This is an optimization exercise on Yosys and OpenROAD, whose aim is small area, not a production implementation.
Only simulation tests tie the RTL to the original design; equivalence was not proved.
Power is estimated from default activity; no workload was simulated.

**flow/config.mk**
```make
export PLATFORM = sky130hd
export DESIGN_NAME = lagtester_video
export DESIGN_NICKNAME = lagtester_video
export VERILOG_FILES = /design/flow/design.v
export SDC_FILE = /design/flow/constraint.sdc
export NUM_CORES = 4
export LEC_CHECK = 0
export ABC_AREA = 1
export CAP_MARGIN = 20
export CORE_MARGIN = 2
export CORE_UTILIZATION = 40
export SLEW_MARGIN = 20
```
**flow/constraint.sdc**
```tcl
create_clock -name core_clock -period 6.7 [get_ports {clock}]
set_input_delay 1.3400 -clock core_clock [delete_from_list [all_inputs] [get_ports {clock}]]
set_output_delay 1.3400 -clock core_clock [all_outputs]
set_load 0.01 [all_outputs]
```
**flow/design.v**
```verilog
module lagtester_video(
    input  wire        clock,
    input  wire        reset,
    input  wire [7:0]  config_data,
    input  wire [79:0] bcdcount,
    output wire [9:0]  tmds_red,
    output wire [9:0]  tmds_green,
    output wire [9:0]  tmds_blue,
    output wire        starttrigger
);
    localparam [2:0] P1080 = 3'd0, I1080 = 3'd1, P720 = 3'd2, P480 = 3'd3, I480 = 3'd4;
    function [3:0] glyph_l(input [5:0] fa_gid, input [3:0] fa_row);
        case ({fa_gid, fa_row})
            10'd2: glyph_l = 4'b0011;
            10'd3: glyph_l = 4'b0100;
            10'd4: glyph_l = 4'b0100;
            10'd5: glyph_l = 4'b0100;
            10'd6: glyph_l = 4'b0100;
            10'd7: glyph_l = 4'b0101;
            10'd8: glyph_l = 4'b0110;
            10'd9: glyph_l = 4'b0100;
            10'd10: glyph_l = 4'b0100;
            10'd11: glyph_l = 4'b0100;
            10'd12: glyph_l = 4'b0011;
            10'd18: glyph_l = 4'b0001;
            10'd19: glyph_l = 4'b0010;
            10'd28: glyph_l = 4'b0011;
            10'd34: glyph_l = 4'b0011;
            10'd35: glyph_l = 4'b0100;
            10'd40: glyph_l = 4'b0011;
            10'd41: glyph_l = 4'b0100;
            10'd42: glyph_l = 4'b0100;
            10'd43: glyph_l = 4'b0100;
            10'd44: glyph_l = 4'b0111;
            10'd50: glyph_l = 4'b0011;
            10'd51: glyph_l = 4'b0100;
            10'd59: glyph_l = 4'b0100;
            10'd60: glyph_l = 4'b0011;
            10'd68: glyph_l = 4'b0001;
            10'd69: glyph_l = 4'b0001;
            10'd70: glyph_l = 4'b0010;
            10'd71: glyph_l = 4'b0010;
            10'd72: glyph_l = 4'b0100;
            10'd73: glyph_l = 4'b0100;
            10'd74: glyph_l = 4'b0111;
            10'd82: glyph_l = 4'b0111;
            10'd83: glyph_l = 4'b0100;
            10'd84: glyph_l = 4'b0100;
            10'd85: glyph_l = 4'b0100;
            10'd86: glyph_l = 4'b0111;
            10'd91: glyph_l = 4'b0100;
            10'd92: glyph_l = 4'b0011;
            10'd98: glyph_l = 4'b0011;
            10'd99: glyph_l = 4'b0100;
            10'd100: glyph_l = 4'b0100;
            10'd101: glyph_l = 4'b0100;
            10'd102: glyph_l = 4'b0111;
            10'd103: glyph_l = 4'b0100;
            10'd104: glyph_l = 4'b0100;
            10'd105: glyph_l = 4'b0100;
            10'd106: glyph_l = 4'b0100;
            10'd107: glyph_l = 4'b0100;
            10'd108: glyph_l = 4'b0011;
            10'd114: glyph_l = 4'b0111;
            10'd121: glyph_l = 4'b0001;
            10'd122: glyph_l = 4'b0001;
            10'd123: glyph_l = 4'b0001;
            10'd124: glyph_l = 4'b0001;
            10'd130: glyph_l = 4'b0011;
            10'd131: glyph_l = 4'b0100;
            10'd132: glyph_l = 4'b0100;
            10'd133: glyph_l = 4'b0100;
            10'd134: glyph_l = 4'b0011;
            10'd135: glyph_l = 4'b0100;
            10'd136: glyph_l = 4'b0100;
            10'd137: glyph_l = 4'b0100;
            10'd138: glyph_l = 4'b0100;
            10'd139: glyph_l = 4'b0100;
            10'd140: glyph_l = 4'b0011;
            10'd146: glyph_l = 4'b0011;
            10'd147: glyph_l = 4'b0100;
            10'd148: glyph_l = 4'b0100;
            10'd149: glyph_l = 4'b0100;
            10'd150: glyph_l = 4'b0100;
            10'd151: glyph_l = 4'b0100;
            10'd152: glyph_l = 4'b0011;
            10'd156: glyph_l = 4'b0011;
            10'd178: glyph_l = 4'b0100;
            10'd179: glyph_l = 4'b0100;
            10'd180: glyph_l = 4'b0100;
            10'd181: glyph_l = 4'b0100;
            10'd182: glyph_l = 4'b0100;
            10'd183: glyph_l = 4'b0100;
            10'd184: glyph_l = 4'b0100;
            10'd185: glyph_l = 4'b0100;
            10'd186: glyph_l = 4'b0100;
            10'd187: glyph_l = 4'b0100;
            10'd188: glyph_l = 4'b0111;
            10'd197: glyph_l = 4'b0011;
            10'd200: glyph_l = 4'b0011;
            10'd201: glyph_l = 4'b0100;
            10'd202: glyph_l = 4'b0100;
            10'd203: glyph_l = 4'b0100;
            10'd204: glyph_l = 4'b0011;
            10'd213: glyph_l = 4'b0011;
            10'd214: glyph_l = 4'b0100;
            10'd215: glyph_l = 4'b0100;
            10'd216: glyph_l = 4'b0100;
            10'd217: glyph_l = 4'b0100;
            10'd218: glyph_l = 4'b0100;
            10'd219: glyph_l = 4'b0100;
            10'd220: glyph_l = 4'b0011;
            10'd223: glyph_l = 4'b0011;
            10'd226: glyph_l = 4'b0001;
            10'd229: glyph_l = 4'b0011;
            10'd230: glyph_l = 4'b0001;
            10'd231: glyph_l = 4'b0001;
            10'd232: glyph_l = 4'b0001;
            10'd233: glyph_l = 4'b0001;
            10'd234: glyph_l = 4'b0001;
            10'd235: glyph_l = 4'b0001;
            10'd236: glyph_l = 4'b0011;
            10'd247: glyph_l = 4'b0011;
            10'd261: glyph_l = 4'b0111;
            10'd262: glyph_l = 4'b0100;
            10'd263: glyph_l = 4'b0100;
            10'd264: glyph_l = 4'b0100;
            10'd265: glyph_l = 4'b0100;
            10'd266: glyph_l = 4'b0100;
            10'd267: glyph_l = 4'b0100;
            10'd268: glyph_l = 4'b0100;
            10'd277: glyph_l = 4'b0110;
            10'd278: glyph_l = 4'b0101;
            10'd279: glyph_l = 4'b0101;
            10'd280: glyph_l = 4'b0101;
            10'd281: glyph_l = 4'b0101;
            10'd282: glyph_l = 4'b0101;
            10'd283: glyph_l = 4'b0101;
            10'd284: glyph_l = 4'b0101;
            10'd293: glyph_l = 4'b0011;
            10'd294: glyph_l = 4'b0100;
            10'd295: glyph_l = 4'b0100;
            10'd296: glyph_l = 4'b0011;
            10'd300: glyph_l = 4'b0111;
            10'd310: glyph_l = 4'b0001;
            10'd316: glyph_l = 4'b0001;
            10'd325: glyph_l = 4'b0001;
            10'd326: glyph_l = 4'b0010;
            10'd327: glyph_l = 4'b0010;
            10'd328: glyph_l = 4'b0010;
            10'd329: glyph_l = 4'b0010;
            10'd330: glyph_l = 4'b0010;
            10'd331: glyph_l = 4'b0010;
            10'd332: glyph_l = 4'b0001;
            10'd341: glyph_l = 4'b0100;
            10'd342: glyph_l = 4'b0100;
            10'd343: glyph_l = 4'b0100;
            10'd344: glyph_l = 4'b0100;
            10'd345: glyph_l = 4'b0100;
            10'd346: glyph_l = 4'b0100;
            10'd347: glyph_l = 4'b0100;
            10'd348: glyph_l = 4'b0011;
            10'd357: glyph_l = 4'b0001;
            10'd358: glyph_l = 4'b0010;
            10'd359: glyph_l = 4'b0010;
            10'd360: glyph_l = 4'b0010;
            10'd361: glyph_l = 4'b0010;
            10'd362: glyph_l = 4'b0010;
            10'd363: glyph_l = 4'b0010;
            10'd364: glyph_l = 4'b0010;
            10'd373: glyph_l = 4'b0011;
            10'd374: glyph_l = 4'b0100;
            10'd375: glyph_l = 4'b0100;
            10'd376: glyph_l = 4'b0111;
            10'd377: glyph_l = 4'b0100;
            10'd378: glyph_l = 4'b0100;
            10'd379: glyph_l = 4'b0100;
            10'd380: glyph_l = 4'b0011;
            10'd386: glyph_l = 4'b0001;
            10'd387: glyph_l = 4'b0001;
            10'd388: glyph_l = 4'b0001;
            10'd389: glyph_l = 4'b0011;
            10'd390: glyph_l = 4'b0001;
            10'd391: glyph_l = 4'b0001;
            10'd392: glyph_l = 4'b0001;
            10'd393: glyph_l = 4'b0001;
            10'd394: glyph_l = 4'b0001;
            10'd395: glyph_l = 4'b0001;
            10'd412: glyph_l = 4'b0001;
            10'd425: glyph_l = 4'b0001;
            10'd426: glyph_l = 4'b0001;
            10'd427: glyph_l = 4'b0010;
            10'd428: glyph_l = 4'b0010;
            10'd437: glyph_l = 4'b0100;
            10'd438: glyph_l = 4'b0010;
            10'd439: glyph_l = 4'b0010;
            10'd440: glyph_l = 4'b0001;
            10'd441: glyph_l = 4'b0001;
            10'd442: glyph_l = 4'b0010;
            10'd443: glyph_l = 4'b0010;
            10'd444: glyph_l = 4'b0100;
            10'd453: glyph_l = 4'b0100;
            10'd454: glyph_l = 4'b0100;
            10'd455: glyph_l = 4'b0100;
            10'd456: glyph_l = 4'b0100;
            10'd457: glyph_l = 4'b0010;
            10'd458: glyph_l = 4'b0010;
            10'd459: glyph_l = 4'b0001;
            10'd460: glyph_l = 4'b0001;
            10'd466: glyph_l = 4'b1111;
            10'd467: glyph_l = 4'b0001;
            10'd468: glyph_l = 4'b0001;
            10'd469: glyph_l = 4'b0001;
            10'd470: glyph_l = 4'b0001;
            10'd471: glyph_l = 4'b0001;
            10'd472: glyph_l = 4'b0001;
            10'd473: glyph_l = 4'b0001;
            10'd474: glyph_l = 4'b0001;
            10'd475: glyph_l = 4'b0001;
            10'd476: glyph_l = 4'b0001;
            10'd482: glyph_l = 4'b0011;
            10'd483: glyph_l = 4'b0100;
            10'd484: glyph_l = 4'b0100;
            10'd485: glyph_l = 4'b0100;
            10'd486: glyph_l = 4'b0011;
            10'd491: glyph_l = 4'b0100;
            10'd492: glyph_l = 4'b0011;
            10'd498: glyph_l = 4'b0001;
            10'd499: glyph_l = 4'b0001;
            10'd500: glyph_l = 4'b0001;
            10'd501: glyph_l = 4'b0001;
            10'd502: glyph_l = 4'b0001;
            10'd503: glyph_l = 4'b0001;
            10'd504: glyph_l = 4'b0001;
            10'd505: glyph_l = 4'b0001;
            10'd506: glyph_l = 4'b0001;
            10'd507: glyph_l = 4'b0001;
            10'd514: glyph_l = 4'b0100;
            10'd515: glyph_l = 4'b0100;
            10'd516: glyph_l = 4'b0100;
            10'd517: glyph_l = 4'b0111;
            10'd518: glyph_l = 4'b0100;
            10'd519: glyph_l = 4'b0100;
            10'd520: glyph_l = 4'b0100;
            10'd521: glyph_l = 4'b0100;
            10'd522: glyph_l = 4'b0100;
            10'd523: glyph_l = 4'b0100;
            10'd524: glyph_l = 4'b0100;
            10'd533: glyph_l = 4'b0111;
            10'd534: glyph_l = 4'b0100;
            10'd535: glyph_l = 4'b0100;
            10'd536: glyph_l = 4'b0100;
            10'd537: glyph_l = 4'b0100;
            10'd538: glyph_l = 4'b0100;
            10'd539: glyph_l = 4'b0100;
            10'd540: glyph_l = 4'b0111;
            10'd541: glyph_l = 4'b0100;
            10'd542: glyph_l = 4'b0100;
            10'd543: glyph_l = 4'b0100;
            default: glyph_l = 4'b0;
        endcase
    endfunction
    function [3:0] glyph_r(input [5:0] fa_gid, input [3:0] fa_row);
        case ({fa_gid, fa_row})
            10'd2: glyph_r = 4'b1100;
            10'd3: glyph_r = 4'b0010;
            10'd4: glyph_r = 4'b0010;
            10'd5: glyph_r = 4'b0110;
            10'd6: glyph_r = 4'b1010;
            10'd7: glyph_r = 4'b0010;
            10'd8: glyph_r = 4'b0010;
            10'd9: glyph_r = 4'b0010;
            10'd10: glyph_r = 4'b0010;
            10'd11: glyph_r = 4'b0010;
            10'd12: glyph_r = 4'b1100;
            10'd18: glyph_r = 4'b1000;
            10'd19: glyph_r = 4'b1000;
            10'd20: glyph_r = 4'b1000;
            10'd21: glyph_r = 4'b1000;
            10'd22: glyph_r = 4'b1000;
            10'd23: glyph_r = 4'b1000;
            10'd24: glyph_r = 4'b1000;
            10'd25: glyph_r = 4'b1000;
            10'd26: glyph_r = 4'b1000;
            10'd27: glyph_r = 4'b1000;
            10'd28: glyph_r = 4'b1110;
            10'd34: glyph_r = 4'b1100;
            10'd35: glyph_r = 4'b0010;
            10'd36: glyph_r = 4'b0010;
            10'd37: glyph_r = 4'b0010;
            10'd38: glyph_r = 4'b0010;
            10'd39: glyph_r = 4'b0010;
            10'd40: glyph_r = 4'b1100;
            10'd44: glyph_r = 4'b1110;
            10'd50: glyph_r = 4'b1100;
            10'd51: glyph_r = 4'b0010;
            10'd52: glyph_r = 4'b0010;
            10'd53: glyph_r = 4'b0010;
            10'd54: glyph_r = 4'b1100;
            10'd55: glyph_r = 4'b0010;
            10'd56: glyph_r = 4'b0010;
            10'd57: glyph_r = 4'b0010;
            10'd58: glyph_r = 4'b0010;
            10'd59: glyph_r = 4'b0010;
            10'd60: glyph_r = 4'b1100;
            10'd66: glyph_r = 4'b1000;
            10'd67: glyph_r = 4'b1000;
            10'd68: glyph_r = 4'b1000;
            10'd69: glyph_r = 4'b1000;
            10'd70: glyph_r = 4'b1000;
            10'd71: glyph_r = 4'b1000;
            10'd72: glyph_r = 4'b1000;
            10'd73: glyph_r = 4'b1000;
            10'd74: glyph_r = 4'b1110;
            10'd75: glyph_r = 4'b1000;
            10'd76: glyph_r = 4'b1000;
            10'd82: glyph_r = 4'b1110;
            10'd86: glyph_r = 4'b1100;
            10'd87: glyph_r = 4'b0010;
            10'd88: glyph_r = 4'b0010;
            10'd89: glyph_r = 4'b0010;
            10'd90: glyph_r = 4'b0010;
            10'd91: glyph_r = 4'b0010;
            10'd92: glyph_r = 4'b1100;
            10'd98: glyph_r = 4'b1100;
            10'd102: glyph_r = 4'b1100;
            10'd103: glyph_r = 4'b0010;
            10'd104: glyph_r = 4'b0010;
            10'd105: glyph_r = 4'b0010;
            10'd106: glyph_r = 4'b0010;
            10'd107: glyph_r = 4'b0010;
            10'd108: glyph_r = 4'b1100;
            10'd114: glyph_r = 4'b1110;
            10'd115: glyph_r = 4'b0010;
            10'd116: glyph_r = 4'b0010;
            10'd117: glyph_r = 4'b0100;
            10'd118: glyph_r = 4'b0100;
            10'd119: glyph_r = 4'b1000;
            10'd120: glyph_r = 4'b1000;
            10'd130: glyph_r = 4'b1100;
            10'd131: glyph_r = 4'b0010;
            10'd132: glyph_r = 4'b0010;
            10'd133: glyph_r = 4'b0010;
            10'd134: glyph_r = 4'b1100;
            10'd135: glyph_r = 4'b0010;
            10'd136: glyph_r = 4'b0010;
            10'd137: glyph_r = 4'b0010;
            10'd138: glyph_r = 4'b0010;
            10'd139: glyph_r = 4'b0010;
            10'd140: glyph_r = 4'b1100;
            10'd146: glyph_r = 4'b1100;
            10'd147: glyph_r = 4'b0010;
            10'd148: glyph_r = 4'b0010;
            10'd149: glyph_r = 4'b0010;
            10'd150: glyph_r = 4'b0010;
            10'd151: glyph_r = 4'b0010;
            10'd152: glyph_r = 4'b1110;
            10'd153: glyph_r = 4'b0010;
            10'd154: glyph_r = 4'b0010;
            10'd155: glyph_r = 4'b0010;
            10'd156: glyph_r = 4'b1100;
            10'd188: glyph_r = 4'b1110;
            10'd197: glyph_r = 4'b1000;
            10'd198: glyph_r = 4'b0100;
            10'd199: glyph_r = 4'b0100;
            10'd200: glyph_r = 4'b1100;
            10'd201: glyph_r = 4'b0100;
            10'd202: glyph_r = 4'b0100;
            10'd203: glyph_r = 4'b0100;
            10'd204: glyph_r = 4'b1100;
            10'd213: glyph_r = 4'b1100;
            10'd214: glyph_r = 4'b0100;
            10'd215: glyph_r = 4'b0100;
            10'd216: glyph_r = 4'b0100;
            10'd217: glyph_r = 4'b0100;
            10'd218: glyph_r = 4'b0100;
            10'd219: glyph_r = 4'b0100;
            10'd220: glyph_r = 4'b1100;
            10'd221: glyph_r = 4'b0100;
            10'd222: glyph_r = 4'b0100;
            10'd223: glyph_r = 4'b1000;
            10'd236: glyph_r = 4'b1000;
            10'd247: glyph_r = 4'b1110;
            10'd261: glyph_r = 4'b1000;
            10'd262: glyph_r = 4'b0100;
            10'd263: glyph_r = 4'b0100;
            10'd264: glyph_r = 4'b0100;
            10'd265: glyph_r = 4'b0100;
            10'd266: glyph_r = 4'b0100;
            10'd267: glyph_r = 4'b0100;
            10'd268: glyph_r = 4'b0100;
            10'd277: glyph_r = 4'b1000;
            10'd278: glyph_r = 4'b0100;
            10'd279: glyph_r = 4'b0100;
            10'd280: glyph_r = 4'b0100;
            10'd281: glyph_r = 4'b0100;
            10'd282: glyph_r = 4'b0100;
            10'd283: glyph_r = 4'b0100;
            10'd284: glyph_r = 4'b0100;
            10'd293: glyph_r = 4'b1000;
            10'd296: glyph_r = 4'b1000;
            10'd297: glyph_r = 4'b0100;
            10'd298: glyph_r = 4'b0100;
            10'd299: glyph_r = 4'b0100;
            10'd300: glyph_r = 4'b1000;
            10'd325: glyph_r = 4'b1100;
            10'd332: glyph_r = 4'b1100;
            10'd341: glyph_r = 4'b0100;
            10'd342: glyph_r = 4'b0100;
            10'd343: glyph_r = 4'b0100;
            10'd344: glyph_r = 4'b0100;
            10'd345: glyph_r = 4'b0100;
            10'd346: glyph_r = 4'b0100;
            10'd347: glyph_r = 4'b0100;
            10'd348: glyph_r = 4'b1000;
            10'd357: glyph_r = 4'b1100;
            10'd373: glyph_r = 4'b1000;
            10'd374: glyph_r = 4'b0100;
            10'd375: glyph_r = 4'b0100;
            10'd376: glyph_r = 4'b1000;
            10'd380: glyph_r = 4'b1100;
            10'd389: glyph_r = 4'b1000;
            10'd396: glyph_r = 4'b1100;
            10'd419: glyph_r = 4'b0010;
            10'd420: glyph_r = 4'b0010;
            10'd421: glyph_r = 4'b0100;
            10'd422: glyph_r = 4'b0100;
            10'd423: glyph_r = 4'b1000;
            10'd424: glyph_r = 4'b1000;
            10'd437: glyph_r = 4'b0100;
            10'd438: glyph_r = 4'b1000;
            10'd439: glyph_r = 4'b1000;
            10'd442: glyph_r = 4'b1000;
            10'd443: glyph_r = 4'b1000;
            10'd444: glyph_r = 4'b0100;
            10'd453: glyph_r = 4'b0100;
            10'd454: glyph_r = 4'b0100;
            10'd455: glyph_r = 4'b0100;
            10'd456: glyph_r = 4'b0100;
            10'd457: glyph_r = 4'b1000;
            10'd458: glyph_r = 4'b1000;
            10'd466: glyph_r = 4'b1110;
            10'd482: glyph_r = 4'b1100;
            10'd483: glyph_r = 4'b0010;
            10'd486: glyph_r = 4'b1100;
            10'd487: glyph_r = 4'b0010;
            10'd488: glyph_r = 4'b0010;
            10'd489: glyph_r = 4'b0010;
            10'd490: glyph_r = 4'b0010;
            10'd491: glyph_r = 4'b0010;
            10'd492: glyph_r = 4'b1100;
            10'd508: glyph_r = 4'b1100;
            10'd517: glyph_r = 4'b1000;
            10'd518: glyph_r = 4'b0100;
            10'd519: glyph_r = 4'b0100;
            10'd520: glyph_r = 4'b0100;
            10'd521: glyph_r = 4'b0100;
            10'd522: glyph_r = 4'b0100;
            10'd523: glyph_r = 4'b0100;
            10'd524: glyph_r = 4'b0100;
            10'd533: glyph_r = 4'b1000;
            10'd534: glyph_r = 4'b0100;
            10'd535: glyph_r = 4'b0100;
            10'd536: glyph_r = 4'b0100;
            10'd537: glyph_r = 4'b0100;
            10'd538: glyph_r = 4'b0100;
            10'd539: glyph_r = 4'b0100;
            10'd540: glyph_r = 4'b1000;
            default: glyph_r = 4'b0;
        endcase
    endfunction
    function glyph_bit(input [5:0] fa_gid, input [3:0] fa_row, input [2:0] fa_col);
        reg [3:0] w;
        begin
            w = fa_col[2] ? glyph_r(fa_gid, fa_row) : glyph_l(fa_gid, fa_row);
            glyph_bit = w[~fa_col[1:0]];
        end
    endfunction
    function [5:0] lag_glyph(input [5:0] fb_cell);
        case (fb_cell)
            6'd0: lag_glyph = 6'd11;
            6'd1: lag_glyph = 6'd12;
            6'd2: lag_glyph = 6'd13;
            6'd3: lag_glyph = 6'd10;
            6'd4: lag_glyph = 6'd14;
            6'd5: lag_glyph = 6'd16;
            6'd6: lag_glyph = 6'd10;
            6'd7: lag_glyph = 6'd17;
            6'd8: lag_glyph = 6'd18;
            6'd9: lag_glyph = 6'd19;
            6'd10: lag_glyph = 6'd20;
            6'd11: lag_glyph = 6'd21;
            6'd12: lag_glyph = 6'd22;
            6'd13: lag_glyph = 6'd22;
            6'd14: lag_glyph = 6'd23;
            6'd15: lag_glyph = 6'd16;
            6'd16: lag_glyph = 6'd24;
            6'd17: lag_glyph = 6'd19;
            6'd18: lag_glyph = 6'd10;
            6'd19: lag_glyph = 6'd15;
            6'd20: lag_glyph = 6'd15;
            6'd21: lag_glyph = 6'd15;
            6'd22: lag_glyph = 6'd25;
            6'd23: lag_glyph = 6'd15;
            6'd24: lag_glyph = 6'd15;
            6'd25: lag_glyph = 6'd17;
            6'd26: lag_glyph = 6'd14;
            6'd27: lag_glyph = 6'd16;
            6'd28: lag_glyph = 6'd26;
            6'd29: lag_glyph = 6'd17;
            6'd30: lag_glyph = 6'd12;
            6'd31: lag_glyph = 6'd27;
            6'd32: lag_glyph = 6'd19;
            6'd33: lag_glyph = 6'd10;
            6'd34: lag_glyph = 6'd15;
            6'd35: lag_glyph = 6'd15;
            6'd36: lag_glyph = 6'd15;
            6'd37: lag_glyph = 6'd25;
            6'd38: lag_glyph = 6'd15;
            6'd39: lag_glyph = 6'd15;
            6'd40: lag_glyph = 6'd10;
            6'd41: lag_glyph = 6'd26;
            6'd42: lag_glyph = 6'd10;
            6'd43: lag_glyph = 6'd15;
            6'd44: lag_glyph = 6'd15;
            6'd45: lag_glyph = 6'd15;
            6'd46: lag_glyph = 6'd25;
            6'd47: lag_glyph = 6'd15;
            6'd48: lag_glyph = 6'd15;
            6'd49: lag_glyph = 6'd12;
            6'd50: lag_glyph = 6'd28;
            6'd51: lag_glyph = 6'd23;
            6'd52: lag_glyph = 6'd22;
            6'd53: lag_glyph = 6'd12;
            6'd54: lag_glyph = 6'd13;
            6'd55: lag_glyph = 6'd23;
            6'd56: lag_glyph = 6'd19;
            6'd57: lag_glyph = 6'd10;
            6'd58: lag_glyph = 6'd15;
            6'd59: lag_glyph = 6'd15;
            6'd60: lag_glyph = 6'd15;
            6'd61: lag_glyph = 6'd25;
            6'd62: lag_glyph = 6'd15;
            6'd63: lag_glyph = 6'd15;
        endcase
    endfunction
    function [5:0] res_glyph(input [2:0] fc_mode, input [4:0] fc_cell);
        case (fc_cell)
            5'd0: res_glyph = 6'd29;
            5'd1: res_glyph = 6'd14;
            5'd2: res_glyph = 6'd17;
            5'd3: res_glyph = 6'd23;
            5'd4: res_glyph = 6'd10;
            5'd5: res_glyph = 6'd30;
            5'd6: res_glyph = 6'd31;
            5'd7: res_glyph = 6'd23;
            5'd8: res_glyph = 6'd21;
            5'd9: res_glyph = 6'd24;
            5'd10: res_glyph = 6'd32;
            5'd11: res_glyph = 6'd10;
            5'd12: case (fc_mode)
                I1080: res_glyph = 6'd1;
                P720: res_glyph = 6'd10;
                P480: res_glyph = 6'd10;
                I480: res_glyph = 6'd10;
                default: res_glyph = 6'd1;
            endcase
            5'd13: case (fc_mode)
                I1080: res_glyph = 6'd0;
                P720: res_glyph = 6'd7;
                P480: res_glyph = 6'd4;
                I480: res_glyph = 6'd4;
                default: res_glyph = 6'd0;
            endcase
            5'd14: case (fc_mode)
                I1080: res_glyph = 6'd8;
                P720: res_glyph = 6'd2;
                P480: res_glyph = 6'd8;
                I480: res_glyph = 6'd8;
                default: res_glyph = 6'd8;
            endcase
            5'd15: res_glyph = 6'd0;
            5'd16: case (fc_mode)
                I1080: res_glyph = 6'd14;
                P720: res_glyph = 6'd33;
                P480: res_glyph = 6'd33;
                I480: res_glyph = 6'd14;
                default: res_glyph = 6'd33;
            endcase
            default: res_glyph = 6'd10;
        endcase
    endfunction
    function ge12(input [11:0] v, input [11:0] c);
        integer i;
        reg gt, eq;
        begin
            gt = 0;
            eq = 1;
            for (i = 11; i >= 0; i = i - 1) begin
                gt = gt | (eq & v[i] & ~c[i]);
                eq = eq & (v[i] ~^ c[i]);
            end
            ge12 = gt | eq;
        end
    endfunction
    function gem(input [2:0] m, input [11:0] v,
                 input [11:0] c0, input [11:0] c1, input [11:0] c2, input [11:0] c3, input [11:0] c4);
        case (m)
            I1080:   gem = ge12(v, c1);
            P720:    gem = ge12(v, c2);
            P480:    gem = ge12(v, c3);
            I480:    gem = ge12(v, c4);
            default: gem = ge12(v, c0);
        endcase
    endfunction
    function eqm(input [2:0] m, input [11:0] v,
                 input [11:0] c0, input [11:0] c1, input [11:0] c2, input [11:0] c3, input [11:0] c4);
        case (m)
            I1080:   eqm = v == c1;
            P720:    eqm = v == c2;
            P480:    eqm = v == c3;
            I480:    eqm = v == c4;
            default: eqm = v == c0;
        endcase
    endfunction
    reg [2:0] mode, mode_p, mode_pp;
    reg [2:0] mode_d;
    always @(*) begin
        if (reset) mode_d = P1080;
        else case (config_data)
            8'h02: mode_d = P1080;
            8'h03: mode_d = I1080;
            8'h04: mode_d = P720;
            8'h08: mode_d = P480;
            8'h09: mode_d = I480;
            default: mode_d = mode;
        endcase
    end
    always @(posedge clock) begin
        mode <= mode_d;
        mode_p <= mode;
        mode_pp <= mode_p;
    end
    reg [11:0] cx;
    reg [10:0] cy;
    reg        state;
    wire [11:0] cy12 = {1'b0, cy};
    wire x_end = gem(mode, cx, 1099, 2199, 1649, 857, 1715);
    wire y_end = state ? gem(mode, cy12, 1124, 562, 749, 524, 262)
                       : gem(mode, cy12, 1124, 561, 749, 524, 261);
    always @(posedge clock) begin
        if (reset) begin
            cx <= 0;
            cy <= 0;
            state <= 0;
        end else if (!x_end) begin
            cx <= cx + 1'b1;
        end else begin
            cx <= 0;
            if (!y_end) begin
                cy <= cy + 1'b1;
            end else begin
                cy <= 0;
                state <= ~state;
            end
        end
    end
    wire pol = mode == P1080 || mode == I1080 || mode == P720;
    wire hsync_on = !gem(mode, cx, 22, 44, 40, 62, 124);
    wire in_vsync = !gem(mode, cy12, 6, 6, 6, 7, 4);               
    wire at_vsync = eqm(mode, cy12, 5, 5, 5, 6, 3);                
    wire before_off = state && (mode == I1080 ? !ge12(cx, 1100) :
                                mode == I480  ? !ge12(cx, 858) : 1'b0);
    wire vsync_off = (cy == 0 && before_off) || (at_vsync && !before_off);
    wire vsync_on = in_vsync && !vsync_off;
    wire de_x = gem(mode, cx, 96, 192, 260, 122, 238) && !gem(mode, cx, 1056, 2112, 1540, 842, 1678);
    wire de_y = state ? gem(mode, cy12, 41, 21, 25, 36, 19) && !gem(mode, cy12, 1121, 561, 745, 516, 259)
                      : gem(mode, cy12, 41, 20, 25, 36, 18) && !gem(mode, cy12, 1121, 560, 745, 516, 258);
    reg hs1, vs1, de1, hs2, vs2, de2;
    always @(posedge clock) begin
        hs1 <= hsync_on ~^ pol;
        vs1 <= vsync_on ~^ pol;
        de1 <= de_x && de_y;
        hs2 <= hs1;
        vs2 <= vs1;
        de2 <= de1;
    end
    reg [4:0] frame_cnt;
    reg       fields_on;
    reg [2:0] meta_cnt;
    reg       trig;
    assign starttrigger = trig;
    wire frame_start = eqm(mode, cx, 96, 192, 260, 122, 238) &&
        (state ? eqm(mode, cy12, 41, 21, 25, 36, 19) : eqm(mode, cy12, 41, 20, 25, 36, 18));
    always @(posedge clock) begin
        if (reset) begin
            frame_cnt <= 0;
            fields_on <= 0;
            meta_cnt <= 0;
            trig <= 0;
        end else if (frame_start) begin
            if (frame_cnt < 19 + meta_cnt)
                frame_cnt <= frame_cnt + 1'b1;
            else
                frame_cnt <= 0;
            if (frame_cnt == 0) begin
                trig <= 1;
                fields_on <= 1;
            end else if (frame_cnt > 14) begin
                fields_on <= 0;
            end
            meta_cnt <= meta_cnt + 1'b1;
        end else begin
            trig <= 0;
        end
    end
    reg [3:0] res_addr, lag_addr;
    reg [5:0] vsbp_p, vls;
    always @(*) begin
        case (mode_p)
            I1080: vsbp_p = state ? 21 : 20;
            P720:  vsbp_p = 25;
            P480:  vsbp_p = 36;
            I480:  vsbp_p = state ? 19 : 18;
            default: vsbp_p = 41;
        endcase
        case (mode)
            I1080: vls = 60;
            P720:  vls = 60;
            P480:  vls = 50;
            I480:  vls = 25;
            default: vls = 120 - 64;
        endcase
    end
    wire [5:0] line_y = cy[5:0] - vsbp_p;
    wire [5:0] lag_line_y = line_y - vls;
    always @(posedge clock) begin
        if (!reset && cx == 0) begin
            case (mode)
                P1080, P720: res_addr <= line_y[4:1];
                default:     res_addr <= line_y[3:0];
            endcase
            case (mode)
                P1080, P720: lag_addr <= lag_line_y[5:2];
                I480:        lag_addr <= lag_line_y[3:0];
                default:     lag_addr <= lag_line_y[4:1];
            endcase
        end
    end
    reg [1:0] fld;
    reg [3:0] ph;
    reg [79:0] dg;
    wire [3:0] fnone = {bcdcount[79:60] == 20'h99999, bcdcount[59:40] == 20'h0,
                        bcdcount[39:20] == 20'h99999, bcdcount[19:0] == 20'h99999};
    wire finvalid = fnone[fld];
    always @(posedge clock) begin
        if (cx == 4) begin
            fld <= 0;
            ph <= 0;
        end else if (ph == 0) begin
            if (finvalid) begin
                fld <= fld + 1'b1;
                if (fld == 3) ph <= 15;
            end else begin
                ph <= 1;
            end
        end else if (ph == 8) begin
            fld <= fld + 1'b1;
            ph <= (fld == 3) ? 4'd15 : 4'd0;
        end else if (ph < 8) begin
            ph <= ph + 1'b1;
        end
    end
    genvar gf, gd;
    generate
        for (gf = 0; gf < 4; gf = gf + 1) begin : g_f
            for (gd = 0; gd < 5; gd = gd + 1) begin : g_d
                always @(posedge clock) begin
                    if (fld == gf && ph == gd + 1)
                        dg[(gf*5+gd)*4 +: 4] <= bcdcount[gf*20 + gd*4 +: 4];
                    else if (gd == 0 && fld == gf && ph == 0 && finvalid)
                        dg[(gf*5+gd)*4 +: 4] <= 4'hf;
                end
            end
        end
    endgenerate
    reg [11:0] hsbp_p;
    reg [5:0]  vsbp_p2;
    always @(*) begin
        case (mode_p)
            I1080: begin hsbp_p = 192; vsbp_p2 = state ? 21 : 20; end
            P720:  begin hsbp_p = 260; vsbp_p2 = 25; end
            P480:  begin hsbp_p = 122; vsbp_p2 = 36; end
            I480:  begin hsbp_p = 238; vsbp_p2 = state ? 19 : 18; end
            default: begin hsbp_p = 96; vsbp_p2 = 41; end
        endcase
    end
    wire [11:0] yn = cy12 - vsbp_p2;
    wire yn_test = !gem(mode_d, yn, 90, 45, 60, 40, 20) ||
         (gem(mode_d, yn, 495, 247, 330, 220, 110) && !gem(mode_d, yn, 585, 292, 390, 260, 130)) ||
         (gem(mode_d, yn, 990, 495, 660, 440, 220) && !gem(mode_d, yn, 1080, 540, 720, 480, 240));
    wire yn_res = !gem(mode_d, yn, 32, 16, 32, 16, 16);
    wire yr0 = gem(mode_d, yn, 120, 60, 60, 50, 25);
    wire yr1 = gem(mode_d, yn, 184, 92, 124, 82, 41);
    wire yr2 = gem(mode_d, yn, 248, 124, 188, 114, 57);
    wire yr3 = gem(mode_d, yn, 312, 156, 252, 146, 73);
    wire yr4 = gem(mode_d, yn, 376, 188, 316, 178, 89);
    reg [11:0] x;
    reg y_test, y_res, y_text;
    reg [1:0] y_row;
    always @(posedge clock) begin
        x <= cx - hsbp_p;
        y_test <= yn_test;
        y_res <= yn_res;
        y_text <= yr0 && !yr4;
        y_row <= !yr1 ? 2'd0 : !yr2 ? 2'd1 : !yr3 ? 2'd2 : 2'd3;
    end
    wire row0 = y_text && y_row == 0;
    wire row1 = y_text && y_row == 1;
    wire row2 = y_text && y_row == 2;
    wire row3 = y_text && y_row == 3;
    wire test_area = fields_on && y_test &&
        gem(mode, x, 60, 120, 80, 40, 80) && !gem(mode, x, 300, 600, 400, 200, 400);
    wire res_area = y_res && gem(mode, x, 824, 1648, 1008, 584, 1168);
    wire xl1 = gem(mode, x, 520, 1040, 760, 380, 760);
    wire xl2 = gem(mode, x, 600, 1200, 920, 460, 920);
    wire xl3 = gem(mode, x, 744, 1488, 1208, 604, 1208);
    wire text_area = gem(mode, x, 360, 720, 440, 220, 440) &&
        ((row0 && !xl1) || (row1 && !xl2) || (row2 && !xl3) || (row3 && !xl2));
    wire rhalf = !(mode_p == P1080 || mode_p == P480);
    wire [7:0] rx = rhalf ? x[8:1] : x[7:0];
    wire res_in = gem(mode_p, x, 824, 1648, 1008, 584, 1168) && !gem(mode_p, x, 960, 1920, 1280, 720, 1440);
    wire lquarter = !(mode_p == P1080 || mode_p == P480);
    wire lwide = mode_p == P1080 || mode_p == I1080;
    wire [10:0] xs = lquarter ? {1'b0, x[11:2]} : x[11:1];
    reg  [11:0] ld;
    always @(*) begin
        case ({lwide, row0, row1, row2})
            4'b1100: ld = 12'd0 - 12'd180;
            4'b1010: ld = 12'd80 - 12'd180;
            4'b1001: ld = 12'd200 - 12'd180;
            4'b1000: ld = 12'd392 - 12'd180;
            4'b0100: ld = 12'd0 - 12'd110;
            4'b0010: ld = 12'd80 - 12'd110;
            4'b0001: ld = 12'd200 - 12'd110;
            default: ld = 12'd392 - 12'd110;
        endcase
    end
    wire [11:0] lq = {1'b0, xs} + ld;
    wire [5:0] lcell = lq[8:3];
    reg [4:0] rc0;
    always @(*) begin
        case (mode_p)
            P720:       rc0 = 504 >> 3;
            P480, I480: rc0 = 584 >> 3;
            default:    rc0 = 824 >> 3;
        endcase
    end
    wire [4:0] rcell = rx[7:3] - rc0;
    reg       sa_test, sa_res, sa_valid;
    reg [5:0] sa_cell;
    reg [2:0] sa_col;
    always @(posedge clock) begin
        sa_test <= test_area;
        sa_res <= res_area;
        sa_valid <= res_area ? res_in : (text_area && lq[11:9] == 0);
        sa_cell <= res_area ? {1'b0, rcell} : lcell;
        sa_col <= res_area ? rx[2:0] : lq[2:0];
    end
    reg  [3:0] sdig, sd0;
    always @(*) begin
        case (sa_cell)
            24: sdig = dg[3:0];   23: sdig = dg[7:4];   21: sdig = dg[11:8];  20: sdig = dg[15:12]; 19: sdig = dg[19:16];
            39: sdig = dg[23:20]; 38: sdig = dg[27:24]; 36: sdig = dg[31:28]; 35: sdig = dg[35:32]; 34: sdig = dg[39:36];
            48: sdig = dg[43:40]; 47: sdig = dg[47:44]; 45: sdig = dg[51:48]; 44: sdig = dg[55:52]; 43: sdig = dg[59:56];
            63: sdig = dg[63:60]; 62: sdig = dg[67:64]; 60: sdig = dg[71:68]; 59: sdig = dg[75:72]; 58: sdig = dg[79:76];
            default: sdig = 4'hf;
        endcase
        case (sa_cell)
            24, 23, 21, 20, 19: sd0 = dg[3:0];
            39, 38, 36, 35, 34: sd0 = dg[23:20];
            48, 47, 45, 44, 43: sd0 = dg[43:40];
            default:            sd0 = dg[63:60];
        endcase
    end
    wire [5:0] lgid = lag_glyph(sa_cell);
    wire [5:0] lag_gid = (lgid == 15) ? {2'b00, sdig | {4{sd0 == 4'hf}}} : lgid;
    wire [5:0] gid = sa_res ? res_glyph(mode_pp, sa_cell[4:0]) : lag_gid;
    wire [3:0] grow = sa_res ? res_addr : lag_addr;
    wire gbit = glyph_bit(gid, grow, sa_col);
    wire pix = sa_test || (sa_valid && gbit);
    reg pix4, pix5;
    always @(posedge clock) begin
        pix4 <= pix;
        pix5 <= pix4;
    end
    reg signed [3:0] disp;
    reg o_de, o_a, o_b, o_c;
    always @(posedge clock) begin
        if (!de2)
            disp <= 0;
        else if (disp == 0)
            disp <= -4;
        else if (disp < 0)
            disp <= disp + (pix5 ? 4'sd3 : 4'sd5);
        else
            disp <= disp - 4'sd4;
        o_de <= de2;
        o_a <= de2 ? pix5 : hs2;
        o_b <= de2 ? disp[3] : hs2;
        o_c <= de2 ? (pix5 ^ disp[3]) : ~(vs2 ^ hs2);
    end
    wire [9:0] sym_rg = {~o_de | o_c, ~(o_de & o_a),
                         o_de & o_b, ~o_de | o_b, o_de & o_b, ~o_de | o_b,
                         o_de & o_b, ~o_de | o_b, o_de & o_b, o_de & o_b};
    wire o_bx = ~(o_b ^ o_de);
    assign tmds_red = sym_rg;
    assign tmds_green = sym_rg;
    assign tmds_blue = {o_c, ~o_a, o_b, o_bx, o_b, o_bx, o_b, o_bx, o_b, o_b};
endmodule
```
**flow/flow/run.sh**
```bash
#!/bin/bash
# Layout flow: the standard synthesis, its combinational logic re-mapped for
# area (flip-flops untouched), then the standard layout steps, with 1x port
# buffers. Each tool's output goes to a log of its own in this folder.
set -euo pipefail
W=$(pwd)
F=$W/flow
R=$W/orfs/results/${FLOW_PLATFORM}/lagtester_video/base
LIB=$FLOW_HOME/platforms/${FLOW_PLATFORM}/lib/sky130_fd_sc_hd__tt_025C_1v80.lib
YOSYS=$(command -v yosys || echo "$FLOW_HOME/../tools/install/yosys/bin/yosys")

# 1. standard synthesis
bash standard.sh synth > "$W/step1_synth.log" 2>&1

# 2. re-map the combinational logic; keep it only if it is a clean netlist of
#    library cells that yosys proves equivalent to the standard one
cp "$R/1_2_yosys.v" "$W/std_synth.v"
use=std_synth.v
if REMAP_LIB="$LIB" REMAP_DONT_USE="$F/dont_use.txt" REMAP_SCRIPT="$F/remap.abc" \
     REMAP_IN="$W/std_synth.v" REMAP_OUT="$W/remap.v" REMAP_REPORT="$W/remap_stat.txt" \
     "$YOSYS" -c "$F/remap.tcl" > "$W/step2_remap.log" 2>&1 &&
   "$YOSYS" -p "read_liberty -lib $LIB; read_verilog $W/remap.v; hierarchy -check -top ${FLOW_TOP}; check -assert -mapped" \
     > "$W/step2_check.log" 2>&1 &&
   "$YOSYS" -p "read_liberty -wb -ignore_miss_func $LIB; read_verilog $W/std_synth.v; rename ${FLOW_TOP} gold; read_verilog $W/remap.v; rename ${FLOW_TOP} gate; hierarchy -check; flatten -wb -noscopeinfo gold gate; opt_clean; equiv_make gold gate equiv; hierarchy -top equiv; equiv_simple -undef; equiv_induct -undef; equiv_status -assert" \
     > "$W/step2_equiv.log" 2>&1; then
  use=remap.v
fi
echo "netlist used for the layout: $use" > "$W/step2_result.txt"
if [[ $use == remap.v ]]; then
  cp "$W/remap.v" "$R/1_2_yosys.v"
  rm -f "$R/1_synth.odb" "$R/1_synth.sdc"
fi

# 3. the standard layout from that netlist; ports get 1x buffers, and the
#    clock tree no dummy loads
CTS_ARGS="-sink_clustering_enable -repair_clock_nets -dont_use_dummy_load" \
BUFFER_PORTS_ARGS="-buffer_cell sky130_fd_sc_hd__buf_1" bash standard.sh finish > "$W/step3_layout.log" 2>&1
test -f "$W/out/final.def"
```
**flow/flow/dont_use.txt**
```
sky130_fd_sc_hd__lpflow_bleeder_1
sky130_fd_sc_hd__lpflow_clkbufkapwr_1
sky130_fd_sc_hd__lpflow_clkbufkapwr_16
sky130_fd_sc_hd__lpflow_clkbufkapwr_2
sky130_fd_sc_hd__lpflow_clkbufkapwr_4
sky130_fd_sc_hd__lpflow_clkbufkapwr_8
sky130_fd_sc_hd__lpflow_clkinvkapwr_1
sky130_fd_sc_hd__lpflow_clkinvkapwr_16
sky130_fd_sc_hd__lpflow_clkinvkapwr_2
sky130_fd_sc_hd__lpflow_clkinvkapwr_4
sky130_fd_sc_hd__lpflow_clkinvkapwr_8
sky130_fd_sc_hd__lpflow_decapkapwr_12
sky130_fd_sc_hd__lpflow_decapkapwr_3
sky130_fd_sc_hd__lpflow_decapkapwr_4
sky130_fd_sc_hd__lpflow_decapkapwr_6
sky130_fd_sc_hd__lpflow_decapkapwr_8
sky130_fd_sc_hd__lpflow_inputiso0n_1
sky130_fd_sc_hd__lpflow_inputiso0p_1
sky130_fd_sc_hd__lpflow_inputiso1n_1
sky130_fd_sc_hd__lpflow_inputiso1p_1
sky130_fd_sc_hd__lpflow_inputisolatch_1
sky130_fd_sc_hd__lpflow_isobufsrc_1
sky130_fd_sc_hd__lpflow_isobufsrc_16
sky130_fd_sc_hd__lpflow_isobufsrc_2
sky130_fd_sc_hd__lpflow_isobufsrc_4
sky130_fd_sc_hd__lpflow_isobufsrc_8
sky130_fd_sc_hd__lpflow_isobufsrckapwr_16
sky130_fd_sc_hd__lpflow_lsbuf_lh_hl_isowell_tap_1
sky130_fd_sc_hd__lpflow_lsbuf_lh_hl_isowell_tap_2
sky130_fd_sc_hd__lpflow_lsbuf_lh_hl_isowell_tap_4
sky130_fd_sc_hd__lpflow_lsbuf_lh_isowell_4
sky130_fd_sc_hd__lpflow_lsbuf_lh_isowell_tap_1
sky130_fd_sc_hd__lpflow_lsbuf_lh_isowell_tap_2
sky130_fd_sc_hd__lpflow_lsbuf_lh_isowell_tap_4
sky130_fd_sc_hd__probe_p_8
sky130_fd_sc_hd__probec_p_8
```
**flow/flow/remap.abc**
```
strash
&get -n
&deepsyn -T 60
&put
dch -f
amap
```
**flow/flow/remap.tcl**
```tcl
# Re-maps the combinational logic of the standard synthesis netlist for area.
# Every flip-flop instance of the netlist is kept as it is (same name, same
# cell), so the registers stay those of the standard synthesis.
yosys -import
set lib $::env(REMAP_LIB)
set top $::env(FLOW_TOP)
set dont_use {}
foreach c [split [string trim [read [open $::env(REMAP_DONT_USE)]]] "\n"] {
  lappend dont_use -dont_use $c
}
read_liberty -wb -ignore_miss_func $lib
read_verilog -sv $::env(REMAP_IN)
hierarchy -top $top
# keep the flip-flops (and any other sequential cell) as cell instances
blackbox =sky130_fd_sc_hd__*df* =sky130_fd_sc_hd__*dl* =sky130_fd_sc_hd__*sdf*
flatten -wb
opt_clean
tee -o $::env(REMAP_REPORT).before stat -liberty $lib
abc -script $::env(REMAP_SCRIPT) -liberty $lib {*}$dont_use
opt_clean -purge
hilomap -singleton -hicell sky130_fd_sc_hd__conb_1 HI -locell sky130_fd_sc_hd__conb_1 LO
insbuf -buf sky130_fd_sc_hd__buf_1 A X
opt_clean -purge
tee -o $::env(REMAP_REPORT) stat -liberty $lib
select $top
write_verilog -noattr -nohex -nodec -selected $::env(REMAP_OUT)
```
**flow/standard.sh**
```bash
#!/bin/bash
# synth_recipe.tcl (not shown) runs the flow's synth.tcl, then flattens the netlist and writes it again
# the make line also repeats each setting of config.mk as NAME=value (left out here)
make -C /OpenROAD-flow-scripts/flow DESIGN_CONFIG=/design/flow/config.mk WORK_HOME=/design/flow/orfs CLKGATE_MAP_FILE= SYNTH_SCRIPT=/design/flow/synth_recipe.tcl "${@:-finish}"
```
==> results.tsv, run 1 <==
metric	value	unit
ys.warnings.count	1	
hold_viol_final	0	
setup_viol	0	
worstSetupStartpoint	sa_cell[4]	
final_layout_size_suffix_gt1_share	2.90	%
grt_antenna_before_repair	0	
finalNonFillerCells	2181	
ir_worst_vdd	0.214	mV
drtIter0Drc	1835	
first_pass_iters	6	
p_sw	1.23	mW
path_buf_inv	3	
cts_resized	0	
cts_made_buffers	17	
num_rows	63	
hold_path_depth	0	
fmax	166	MHz
dr_total_vias	13452	
cp-start-kind	flop	
max_slew.worst_pin.slew	1.15	ns
p_leak	4.21	nW
power_frac_clock	24.9	%
synthesis.nets	1734	
port_buffers	120	
drv_cap	0	
gp_congestion	1.04	
r2r-end	pix4	
power_density	245	nW/um^2
combPwrFrac	34.6	%
start_util	40.3	%
maxSlewHeadroom	22.6	%
grt_pass1_vias	12236	
worstSetupPathType	flop to flop	
reg2reg_depth	28	
cp_slowest_cell	dfxtp_1	
rrSetupSlack	0.69	ns
postLayoutCoreUtil	45.5	%
fin_total_pwr	3.28	mW
arrival	6.33	ns
clkLatencyLatePin	0.45	ns
endpoint_kind	flop	
rr_startpoint	sa_cell[4]	
viasPerCell	6.17	
num-fill-cells	3055	
grt_pass1_wl	70400	um
ant_nets	0	
coreArea	29400	sq um
syn_area	11900	sq um
critPathRequiredTime	7.02	ns
period_needed	6.01	ns
cts.sinks	182	
fin_crit_sh	89.7	%
stdcell_area	13400	sq um
setup_tns	0	ns
timing.critical_path.mode_cell	nor2_1	
io_pins	121	
grt_start_max_net_pins	22	
wl_per_cell	21.1	um
min_path_type	flop to flop	
clk_pin_slew	0.06	ns
swShare	37.4	%
critPathTopFamily	simple AND/OR/NAND/NOR gates	
track_usage	29.3	%
status	timing/DRC/antenna clean	
pwr-share-seq	40.5	%
clock_skew	0.0300	ns
syn_to_final_growth	12.9	%
root_buffer	clkbuf_16	
path_depth	28	
gr-total-overflow	0	
p_int	2.05	mW
dpl-instance-area	13000	sq um
path_max_fanout	12	
drt_wl_total	46000	um
layout.nets	1883	
multi_input_area	6490	sq um
drc_errors	0	
rsz0062_at_grt	no	
synth_area_per_cell	7.21	sq um
cts_max_level	4	
dp.cells	2164	
drv_slew	0	
antenna_cells	0	
cpPeakStageDelay	0.58	ns
syn-instance-count	1644	
worstSetupEndpoint	pix4	
cts_tree	built	
clockBufferDepth	2	
die_w	176	um
die_area	31000	sq um
dieHeight	176	um
hold_buffers	0	
dp_hpwl	36500	um
regArea	4520	sq um
cts_setup_buffers	0	
==> registers in the layout (all words and copies together) (netlist names), 4 cells and up, named ones only <==
name and count:
dg 80, res_addr 4, cy 11, cx 12, frame_cnt 5, lag_addr 4, sa_cell 6, ph 4
x 12
==> routing by layer <==
layer | vias up | global-route usage (%) | part of all wire, %
met5 | - | 0 | 0
met4 | 0 | 11.7 | 4.1
met3 | 136 | 5.96 | 9.1
met2 | 793 | 46.4 | 45
met1 | 6202 | 39.4 | 42
li1 | 6321 | - | -
==> through the flow <==
step / setup slack (ns) / hold slack (ns)
final: 0.690 / 0.334
after global routing: 0.128 / 0.341
after CTS: 0.728 / 0.338
after detailed placement: 0.762 / 0.323
after global placement: 0.745 / 0.310
after floorplan: 0.984 / 0.310
==> layout make-up <==
type | count | share of cell area (%)
Inverter | 203 | 5.69
Multi-Input combinational cell | 1235 | 48.4
Timing Repair Buffer | 154 | 5.27
Tap cell | 390 | 3.64
Sequential cell | 182 | 33.8
Clock buffer | 17 | 3.18
==> power groups by stage <==
stage	Sequential, mW	Clock (mW)	Combinational, mW
2_1_floorplan	1.31	0	0.678
4_1_cts	1.33	0.835	1.09
6_report	1.33	0.818	1.13
3_5_place_dp	1.35	0	1.08
3_3_place_gp	1.35	0	1.13
5_1_grt	1.34	0.873	1.22
==> placed cells by master, fill, tap and decap left out, drive strengths merged, types with 33 or more instances in the layout <==
cell type    n
o21ai      120
nand2      129
nand3       40
dfxtp       94
a211oi      37
edfxtp      88
a31oi       33
buf        154
nor3        75
a21oi       90
o22ai       42
clkinv     203
nor2       404
==> worst min-delay path by stage <==
stage          start  end  slack (ns)
2_1_floorplan    de1  de2        0.31
3_3_place_gp     de1  de2        0.31
3_5_place_dp     de1  de2        0.32
4_1_cts          de1  de2        0.34
5_1_grt          de1  de2        0.34
6_report         de1  de2        0.33
==> run 2: changes to the inputs <==
--- a/flow/design.v
+++ b/flow/design.v
@@ -624,5 +624,5 @@
         endcase
     endfunction
-    reg [2:0] mode, mode_p, mode_pp;
+    reg [2:0] mode, mode_p;
     reg [2:0] mode_d;
     always @(*) begin
@@ -640,5 +640,4 @@
         mode <= mode_d;
         mode_p <= mode;
-        mode_pp <= mode_p;
     end
     reg [11:0] cx;
@@ -677,10 +676,11 @@
     wire de_y = state ? gem(mode, cy12, 41, 21, 25, 36, 19) && !gem(mode, cy12, 1121, 561, 745, 516, 259)
                       : gem(mode, cy12, 41, 20, 25, 36, 18) && !gem(mode, cy12, 1121, 560, 745, 516, 258);
-    reg hs1, vs1, de1, hs2, vs2, de2;
+    reg hp1, vs1, de1, hp2, vs2, de2;
+    wire pix;
     always @(posedge clock) begin
-        hs1 <= hsync_on ~^ pol;
+        hp1 <= (de_x && de_y) ? pix : hsync_on ~^ pol;
         vs1 <= vsync_on ~^ pol;
         de1 <= de_x && de_y;
-        hs2 <= hs1;
+        hp2 <= hp1;
         vs2 <= vs1;
         de2 <= de1;
@@ -865,5 +865,5 @@
         sa_res <= res_area;
         sa_valid <= res_area ? res_in : (text_area && lq[11:9] == 0);
-        sa_cell <= res_area ? {1'b0, rcell} : lcell;
+        sa_cell <= res_area ? res_glyph(mode_p, rcell) : lcell;
         sa_col <= res_area ? rx[2:0] : lq[2:0];
     end
@@ -886,13 +886,8 @@
     wire [5:0] lgid = lag_glyph(sa_cell);
     wire [5:0] lag_gid = (lgid == 15) ? {2'b00, sdig | {4{sd0 == 4'hf}}} : lgid;
-    wire [5:0] gid = sa_res ? res_glyph(mode_pp, sa_cell[4:0]) : lag_gid;
+    wire [5:0] gid = sa_res ? sa_cell : lag_gid;
     wire [3:0] grow = sa_res ? res_addr : lag_addr;
     wire gbit = glyph_bit(gid, grow, sa_col);
-    wire pix = sa_test || (sa_valid && gbit);
-    reg pix4, pix5;
-    always @(posedge clock) begin
-        pix4 <= pix;
-        pix5 <= pix4;
-    end
+    assign pix = sa_test || (sa_valid && gbit);
     reg signed [3:0] disp;
     reg o_de, o_a, o_b, o_c;
@@ -903,11 +898,11 @@
             disp <= -4;
         else if (disp < 0)
-            disp <= disp + (pix5 ? 4'sd3 : 4'sd5);
+            disp <= disp + (hp2 ? 4'sd3 : 4'sd5);
         else
             disp <= disp - 4'sd4;
         o_de <= de2;
-        o_a <= de2 ? pix5 : hs2;
-        o_b <= de2 ? disp[3] : hs2;
-        o_c <= de2 ? (pix5 ^ disp[3]) : ~(vs2 ^ hs2);
+        o_a <= hp2;
+        o_b <= de2 ? disp[3] : hp2;
+        o_c <= de2 ? (hp2 ^ disp[3]) : ~(vs2 ^ hp2);
     end
     wire [9:0] sym_rg = {~o_de | o_c, ~(o_de & o_a),
==> run 2 against run 1 <==
Effect of this change:
- die area up 2.3%
- clock skew about the same
- routed wire length up 5.1%
- worst setup slack worse by 0.12 ns
- sequential cell count unchanged
- combinational power down 15%
- highest routed layer unchanged
==> results.tsv, run 2 <==
metric	value	unit	change
regMostFlops	dg		
postLayoutCoreUtil	46.3	%	+0.79 points
worstSetupPathType	flop to flop		
dp.cells	2234		+3.2%
cpPeakStageDelay	0.35	ns	-0.23 ns
coreArea	29800	sq um	+1.3%
io_pins	121		unchanged
timing.critical_path.mode_cell	nor2_1		
fin_ws	0.567	ns	-0.123 ns
first_pass_iters	6		unchanged
clk_pin_slew	0.07	ns	about the same
max_slew.worst_pin.slew	0.980	ns	-0.171 ns
cts_max_level	4		unchanged
rrSetupSlack	0.57	ns	-0.12 ns
num-fill-cells	3048		-0.23%
cts.sinks	182		unchanged
cp-start-kind	flop		
wl_per_cell	21.5	um	+1.8%
clockBufferDepth	2		unchanged
min_path_type	flop to flop		
path_max_fanout	6		-6
hold_viol_final	0		unchanged
fmax	163	MHz	-2.0%
gr-total-overflow	0		unchanged
final_layout_size_suffix_gt1_share	3.81	%	+0.91 points
reg_top3	dg x80, cx x12, x x12		
arrival	6.45	ns	+0.12 ns
r2r-end	lgid[0]		
critPathRequiredTime	7.02	ns	about the same
ir_worst_vdd	0.210	mV	-1.6%
viasPerCell	6.18		+0.21%
worstSetupEndpoint	lgid[0]		
syn_to_final_growth	13.8	%	
drtIter0Drc	1440		-22%
rr_startpoint	mode_p[1]		
worstSetupStartpoint	mode_p[1]		
syn_area	12100	sq um	+2.3%
drc_errors	0		unchanged
drv_slew	0		unchanged
dpl_worst_slack	0.483	ns	-0.279 ns
root_buffer	clkbuf_16		
setup_viol	0		unchanged
grt_start_max_net_pins	22		unchanged
p_leak	4.38	nW	+4.0%
fin_crit_sh	91.5	%	+1.8 points
ys.warnings.count	1		unchanged
status	timing/DRC/antenna clean		
layout.nets	1954		+3.8%
finalNonFillerCells	2252		+3.3%
clkLatencyLatePin	0.45	ns	about the same
drv_cap	0		unchanged
port_buffers	120		unchanged
gp_congestion	0.963		-7.1%
syn-instance-count	1699		+3.3%
power_density	225	nW/um^2	-8.3%
cts_made_buffers	17		unchanged
antenna_cells	0		unchanged
grt_antenna_before_repair	0		unchanged
die_area	31700	sq um	+2.3%
path_buf_inv	8		+5
die_w	178	um	+1.1%
dieHeight	178	um	+1.1%
drt_wl_total	48300	um	+5.1%
num_rows	63		unchanged
holdWs	0.334	ns	-0.000286 ns
critPathTopFamily	compound AO/OA/AOI/OAI gates		
dr_total_vias	13919		+3.5%
synth_area_per_cell	7.14	sq um	-0.99%
track_usage	30.6	%	+1.3 points
start_util	40.7	%	+0.39 points
path_depth	35		+25%
period_needed	6.13	ns	+0.123 ns
ant_nets	0		unchanged
most-common-layout-cells	nor2_1 (408), clkinv_1 (212), nand2_1 (138), buf_1 (120), o21ai_0 (111)		
cp_slowest_cell	dfxtp_1		
grt_pass1_wl	74200	um	+5.4%
endpoint_kind	flop		
final_common_cell	nor2_1		
dp_hpwl	38100	um	+4.3%
grt_pass1_vias	13051		+6.7%
cts_tree	built		
synthesis.nets	1789		+3.2%
largest_reg_flops	80		unchanged
clock_skew	0.0300	ns	+0.000000200 ns
reg2reg_depth	35		+25%
maxSlewHeadroom	34.2	%	+12 points
[run 2: power by group]
part | internal, mW | switching, mW
registers | 1.25 | 0.0660
logic | 0.293 | 0.664
clock network | 0.441 | 0.383
[run 2: final cells by class]
type                            instances  area, sq um  area share (%)
Clock buffer                           17          425            3.08
Inverter                              212          796            5.76
Multi-Input combinational cell       1281         6750            48.9
Sequential cell                       182         4520            32.8
Tap cell                              390          488            3.53
Timing Repair Buffer                  170          826            5.98
[run 2: per-layer routing]
metal	vias up	GRT usage [%]	wire length, um
met5	-	0	0
met4	0	12.8	2220
met3	177	4.65	3580
met2	810	52.5	22900
met1	6408	38.4	19700
li1	6524	-	-
[run 2: worst min-delay path by stage]
stage	to	start	slack [ns]	depth (start not counted)
2_1_floorplan	de2	de1	0.31	0
6_report	de2	de1	0.33	0
5_1_grt	vs2	vs1	0.35	0
4_1_cts	vs2	vs1	0.34	0
3_3_place_gp	de2	de1	0.32	0
3_5_place_dp	de2	de1	0.32	0
[run 2: metrics by stage]
stage / total power [mW] / area (sq um) / setup TNS, ns
2_1_floorplan: 1.88 / 12100 / 0
3_3_place_gp: 2.28 / 13400 / 0
3_5_place_dp: 2.25 / 13400 / 0
4_1_cts: 3.08 / 13800 / 0
5_1_grt: 3.24 / 13800 / -0.0904
6_report: 3.10 / 13800 / 0
[run 2: repair_timing]
action / 4_1_cts / 5_1_grt
hold buffers: 0 / 0
endpoints found under the setup margin: 0 / 3
endpoints found under the hold margin: 0 / 0
setup buffers: 0 / 1
gates resized for setup: 0 / 4

[static timing again, ports no longer ideal]
No port has a modelled driver above. Below, the same layouts with a new extraction and two added sets of constraints. Step 1 assumes that a clkbuf_16 drives the clock port and a buf_2 every other input. Step 2 adds t to the input delays and takes it off the output delays; t is the mean of the earliest and latest rising clock arrival at the registers after step 1. Input paths then give back, and output paths get back, about the clock's delay inside the block. a / b / c = ideal / step 1 / step 2; a / b = the first two.
| run | t, ns | slack for setup (ns) | clock arrival spread, ns | worst slew at a driven data input, ns |
|---|---|---|---|---|
| run 1 | 0.485 | 0.690 / 0.690 / 0.690 | 0.030 / 0.030 | 0.04 |
| run 2 | 0.490 | 0.567 / 0.567 / 0.567 | 0.031 / 0.030 | 0.05 |
After both steps setup and hold are still met in every run listed.
